Context: an optimization exercise on an open-source flow, tuned for small area, a short achievable clock period and few clock cycles per item. The choices shown serve that exercise and are no tape-out recipe.
Power and IR drop assume default switching activity.

== job 103 ==
==> module division_float_32, before the edit <==
module division_float_32(clock, start, operand1, operand2, result, finish, illegal);
	input clock;
	input start;
	input [31:0] operand1, operand2;
	output [31:0] result;
	output finish;
	output illegal;
	wire [23:0] m1 = {1'b1, operand1[22:0]};
	wire [23:0] m2 = {1'b1, operand2[22:0]};
	wire        big = operand1[22:0] >= operand2[22:0];    
	reg  [7:0]  exp_r;
	reg         zero_r, sign_r;
	reg  [22:0] d;
	always @(posedge clock) begin
		d <= operand2[22:0];
		exp_r  <= (({1'b0, operand1[30:23]} + 9'd127) < {1'b0, operand2[30:23]} || operand1 == 32'd0) ? 8'd0 :
		          operand1[30:23] + ~operand2[30:23] + 8'd127 + {7'd0, big};
		zero_r <= (operand1 == 32'd0);
		sign_r <= (operand1[31] ^ operand2[31]) & (operand1 != 32'd0);
	end
	function automatic [25:0] step(input [24:0] r, input [22:0] dd, input inj);
		reg [25:0] c;
		begin
			c = {1'b0, r} - {2'b01, dd};
			step = c[25] ? {1'b0, r[23:0], inj} : {1'b1, c[23:0], inj};
		end
	endfunction
	reg  [24:0] r;       
	reg  [22:0] L;       
	reg  [4:0]  cnt;
	wire done = (cnt == 5'd24);
	wire [25:0] s0 = step(r, d, L[22]);
	always @(posedge clock) begin
		if (start)
			r <= big ? {1'b0, m1} : {m1, 1'b0};
		else
			r <= s0[24:0];
		if (start) begin
			L   <= big ? {1'b0, m2[23:2]} : m2[23:1];
			cnt <= 5'd0;
		end else if (!done) begin
			L   <= {L[21:0], s0[25]};
			cnt <= cnt + 5'd1;
		end
	end
	assign result = {sign_r, exp_r, L & {23{~zero_r}}};
	assign finish = done;
	assign illegal = (operand2 == 32'd0);
endmodule
Settings: LEC_CHECK=0, CAP_MARGIN=20, CORE_MARGIN=2, CORE_UTILIZATION=70, SLEW_MARGIN=20; clock period 5.5 ns.
run.sh (not shown) runs the stock make flow with config.mk's settings and CLKGATE_MAP_FILE= SYNTH_SCRIPT=/design/flow/synth_recipe.tcl, a recipe that flattens the netlist after the stock synthesis.
Job 103 completed; timing, DRC and antenna clean
diff inputs: job 103 => job 104
--- a/flow/design.v
+++ b/flow/design.v
@@ -6,10 +6,11 @@
 	output finish;
 	output illegal;
 	wire [23:0] m1 = {1'b1, operand1[22:0]};
 	wire [23:0] m2 = {1'b1, operand2[22:0]};
 	wire        big = operand1[22:0] >= operand2[22:0];    
+	wire [23:0] m2d = m2 - 24'd1;                          
 	reg  [7:0]  exp_r;
 	reg         zero_r, sign_r;
 	reg  [22:0] d;
 	always @(posedge clock) begin
 		d <= operand2[22:0];
@@ -25,24 +26,25 @@
 			step = c[25] ? {1'b0, r[23:0], inj} : {1'b1, c[23:0], inj};
 		end
 	endfunction
 	reg  [24:0] r;       
 	reg  [22:0] L;       
-	reg  [4:0]  cnt;
-	wire done = (cnt == 5'd24);
+	reg  [3:0]  cnt;
+	wire done = (cnt == 4'd12);
 	wire [25:0] s0 = step(r, d, L[22]);
+	wire [25:0] s1 = step(s0[24:0], d, L[21]);
 	always @(posedge clock) begin
 		if (start)
 			r <= big ? {1'b0, m1} : {m1, 1'b0};
 		else
-			r <= s0[24:0];
+			r <= s1[24:0];
 		if (start) begin
-			L   <= big ? {1'b0, m2[23:2]} : m2[23:1];
-			cnt <= 5'd0;
+			L   <= big ? {1'b0, m2d[23:2]} : m2d[23:1];
+			cnt <= 4'd0;
 		end else if (!done) begin
-			L   <= {L[21:0], s0[25]};
-			cnt <= cnt + 5'd1;
+			L   <= {L[20:0], s0[25], s1[25]};
+			cnt <= cnt + 4'd1;
 		end
 	end
 	assign result = {sign_r, exp_r, L & {23{~zero_r}}};
 	assign finish = done;
 	assign illegal = (operand2 == 32'd0);
### Flow results
Job 104: full flow OK, the timing, design-rule and antenna checks passed. Job 104 vs. job 103: height of the die went up by 14%. Area growth from synthesis to layout: job 104 vs job 103 down 2.0 points. On number of placement rows: between job 104 and job 103, it ends up higher for job 104. Diff job 103 -> job 104: global-route wire length before repair moved up; mux contribution to synthesized area moved up; fill cell instance count of the final layout moved up. Delta (job 104 minus job 103): register clock-pin slew on the reported worst setup and hold paths went down 0.02 ns; non-clock buffer count shows an increase of 8. Across both runs, clock group power was higher for job 104 than for job 103. Job 104 vs job 103: adder-cell area share of the yosys netlist up.
Function was not checked in any run of this note: the RTL went through the layout flow alone.

port drivers added, routing unchanged:
How much do the figures lean on ideal ports? The routed layouts below were timed once more, with nothing changed but the port constraints.
Step 1, drivers: a clkbuf_16 drives clock and a buf_2 each remaining input, both assumed.
Step 2 moves the port delays by t, midway between the first and last clock arrival at a register: inputs arrive t later, outputs are due t later. That takes back most of the time a late clock gives input paths.
a / b / c = ideal ports / drivers / drivers and shift; a / b = the first two.
| run | t, ns | slack for setup (ns) | worst hold slack (ns) | slew at the worst register clock pin (ns) | worst slew at a driven data input, ns |
|---|---|---|---|---|---|
| job 103 | 0.382 | 1.023 / 1.008 / 0.626 | 0.522 / 0.522 / 0.522 | 0.09 / 0.09 | 0.05 |
| job 104 | 0.384 | 0.362 / 0.362 / 0.238 | 0.508 / 0.508 / 0.508 | 0.07 / 0.07 | 0.05 |
After both steps setup and hold are still met in every run listed. For job 103, which loses most, drivers alone change the setup slack by -0.015 ns; drivers and shift together by -0.397 ns.
